Background: an optimization exercise with open tools, aiming at small area, a short achievable clock period and few clock cycles per item. Do not read the settings as production practice.
Only simulation tests tie the RTL to the original design; equivalence was not proved.

## mmm
module mmm #(
   parameter integer N = 256
) (
   input wire clk,
   input wire rn,
   input wire start,
   input wire [N-1:0] a,
   input wire [N-1:0] b,
   input wire [N-1:0] n,
   output wire ready,
   output wire [N-1:0] y
);
For scale: about 12000 cells after synthesis, ~1000 I/O pins, roughly 110000 um2 of cells after synthesis.
==> flow/config.mk <==
export PLATFORM = sky130hd
export DESIGN_NAME = mmm
export DESIGN_NICKNAME = mmm
export VERILOG_FILES = /design/flow/design.v
export SDC_FILE = /design/flow/constraint.sdc
export NUM_CORES = 4
export LEC_CHECK = 0
export CAP_MARGIN = 20
export CORE_MARGIN = 2
export CORE_UTILIZATION = 45
export SETUP_SLACK_MARGIN = 5
export SLEW_MARGIN = 20
export SYNTH_HIERARCHICAL = 1
==> flow/constraint.sdc <==
create_clock -name core_clock -period 12.0 [get_ports {clk}]
set_input_delay 2.4000 -clock core_clock [delete_from_list [all_inputs] [get_ports {clk}]]
set_output_delay 2.4000 -clock core_clock [all_outputs]
set_load 0.01 [all_outputs]
standard.sh (not shown) runs the stock make flow with config.mk's settings and CLKGATE_MAP_FILE= SYNTH_SCRIPT=/design/flow/synth_recipe.tcl, a recipe that flattens the netlist after the stock synthesis.
==> flow/flow/run.sh <==
#!/bin/bash
# The standard layout (its SDC, config and settings) with two changes:
# the timing repair steps aim at 7.8 ns of setup slack instead of config.mk's
# margin, and the port buffers are buf_1 cells.
set -euo pipefail
bash standard.sh SETUP_SLACK_MARGIN=7.8 "BUFFER_PORTS_ARGS=-buffer_cell sky130_fd_sc_hd__buf_1" finish > standard.log 2>&1
Testbench counts at the start, summed over its fixed seeds: cycles 18,456, items 256.
==> next run, changes <==
--- a/flow/design.v
+++ b/flow/design.v
@@ -2,50 +2,47 @@
    parameter integer STEPS = 65,
    parameter integer F = 4
 ) (
    input wire clk,
    input wire rn,
    input wire start,
    output wire iter,
    output wire fin,
-   output wire sel,
+   output wire last,
    output wire [2:0] fcnt,
    output wire ready
 );
 localparam integer CNT_SIZE = $clog2(STEPS);
 reg [CNT_SIZE-1:0] cnt;
 reg i_iter;
 reg i_fin;
-reg i_sel;
 reg i_ready;
 wire done_iter = i_iter & (cnt == (STEPS-1));
 wire done_fin = i_fin & (cnt[2:0] == F);
 always @(posedge clk, negedge rn) begin
    if (!rn) cnt <= 0;
    else if (start | done_iter) cnt <= 0;
    else cnt <= cnt + 1;
 end
 assign fcnt = cnt[2:0];
 always @(posedge clk, negedge rn) begin
    if (!rn) begin
       i_iter <= 1'b0;
       i_fin <= 1'b0;
-      i_sel <= 1'b0;
       i_ready <= 1'b0;
    end else begin
       i_iter <= start | (i_iter & ~done_iter);
       i_fin <= ~start & (done_iter | (i_fin & ~done_fin));
-      i_sel <= ~start & done_fin;
-      i_ready <= ~start & i_sel;
+      i_ready <= ~start & done_fin;
    end
 end
 assign iter = i_iter;
 assign fin = i_fin;
-assign sel = i_sel;
+assign last = done_fin;
 assign ready = i_ready;
 endmodule
 module mmm_iteration #(
    parameter integer N = 32
 ) (
    input wire [3:0] a,
    input wire first,
    input wire [N-1:0] b,
@@ -253,17 +250,18 @@
       7'd119: d = 6'b010101;
       7'd120: d = 6'b010000;
       7'd121: d = 6'b010001;
       7'd122: d = 6'b010010;
       7'd123: d = 6'b101101;
       7'd124: d = 6'b101000;
       7'd125: d = 6'b101001;
       7'd126: d = 6'b101010;
-      7'd127: d = 6'b000101;      default: d = 6'd0;
+      7'd127: d = 6'b000101;
+      default: d = 6'd0;
    endcase
 end
 endmodule
 module mmm_csa #(
    parameter integer W = 8
 ) (
    input wire [W-1:0] x,
    input wire [W-1:0] y,
@@ -289,17 +287,17 @@
 localparam integer K = 4;                     
 localparam integer F = 4;                     
 localparam integer W = 66;                    
 localparam integer SW = W * F;                
 localparam integer PW = N + 5;                
 localparam [SW-1:0] NEG_CB = 264'hff5555555555555555555555555555555555555555555555555555555555555556;
 wire iter;
 wire fin;
-wire sel;
+wire last;
 wire [2:0] fcnt;
 reg [N-1:0] a_reg;
 reg [K-1:0] ad_reg;    
 reg [SW-1:0] b_reg;
 reg [3:1] nq_reg;
 reg [W-1:0] nc_reg;
 reg [SW-1:0] s_reg;
 reg [SW-1:0] c_reg;
@@ -315,17 +313,17 @@
    .STEPS(N/K+1),
    .F(F)
 ) u_ctrl (
    .clk(clk),
    .rn(rn),
    .start(start),
    .iter(iter),
    .fin(fin),
-   .sel(sel),
+   .last(last),
    .fcnt(fcnt),
    .ready(ready)
 );
 mmm_iteration #(
    .N(N)
 ) u_it (
    .a(ad_reg),
    .first(first),
@@ -373,31 +371,32 @@
       c2_reg <= (fcnt != 3'd0) & d2_c[W];
    end else begin
       yt_reg <= iter & ca_ns;
       ct_reg <= 1'b0;
       c1_reg <= 1'b1;
       c2_reg <= 1'b0;
    end
 end
-wire [SW-1:0] t_fin = {s_reg[SW-W-1:0], s_reg[SW-1:SW-W]};
-wire [N-1:0] result = t_fin[SW-1] ? b_reg[N-1:0] : (c_reg[SW-1] ? t_fin[N-1:0] : c_reg[N-1:0]);
+wire [SW-1:0] d1_fin = {d1_c[W-1:0], c_reg[SW-1:W]};
+wire [SW-1:0] d2_fin = {d2_c[W-1:0], b_reg[SW-1:W]};
+wire [N-1:0] result = s_reg[SW-1] ? d2_fin[N-1:0] : (d1_fin[SW-1] ? s_reg[N-1:0] : d1_fin[N-1:0]);
 always @(posedge clk) begin
    if (start) a_reg <= a;
-   else if (sel) a_reg <= result;
+   else if (last) a_reg <= result;
    else a_reg <= a_reg >> K;
 end
 always @(posedge clk) begin
    if (start) ad_reg <= a[K-1:0];
    else ad_reg <= a_reg[2*K-1:K];
 end
 always @(posedge clk) begin
    if (start) b_reg <= {{(SW-N){1'b0}}, b};
    else if (fin) b_reg <= {d2_c[W-1:0], b_reg[SW-1:W]};
 end
-wire [SW-1:0] s_alt = fin ? {(t_on ? t_c[W-1:0] : s_reg[W-1:0]), s_reg[SW-1:W]} : {SW{1'b0}};
+wire [SW-1:0] s_alt = t_on ? {t_c[W-1:0], s_reg[SW-1:W]} : {SW{1'b0}};
 wire [SW-1:0] c_alt = fin ? {d1_c[W-1:0], c_reg[SW-1:W]} : {SW{1'b0}};
 always @(posedge clk) begin
    s_reg <= iter ? {{(SW-PW){1'b0}}, s_ns} : s_alt;
    c_reg <= iter ? {{(SW-PW){1'b0}}, c_ns} : c_alt;
 end
 assign y = a_reg;
 endmodule
Outcome: Via count fell by a few percent; die area goes down by a few percent; first-iteration DRC count climbs by a little under a tenth; non-clock buffer count increases by 19; register-to-register slack degrades by 0.02 ns.
Testbench counts after the change, summed over its fixed seeds: cycles 18,200, items 256.

==> static timing again, ports no longer ideal <==
In the flow no input, the clock included, has a driving cell. The finished layouts below were timed again as built, in two steps.
Step 1, drivers: a clkbuf_16 drives clk and a buf_2 each remaining input, both assumed.
Step 2 moves the port delays by t, midway between the first and last clock arrival at a register: inputs arrive t later, outputs are due t later. That takes back most of the time a late clock gives input paths.
Slacks: ideal ports / drivers / drivers and shift; pairs: ideal ports / drivers.
| run | shift t [ns] | slack for setup (ns) | worst setup path after step 2 | pins driven straight from the clock port |
|---|---|---|---|---|
| the first run | 0.940 | 7.568 / 7.568 / 6.905 | input to register | 1 |
| the second run | 0.964 | 7.548 / 7.548 / 6.848 | input to register | 1 |
After both steps setup and hold are still met in every run listed. For the second run, which loses most, drivers alone change the setup slack by 0.000 ns; drivers and shift together by -0.700 ns.
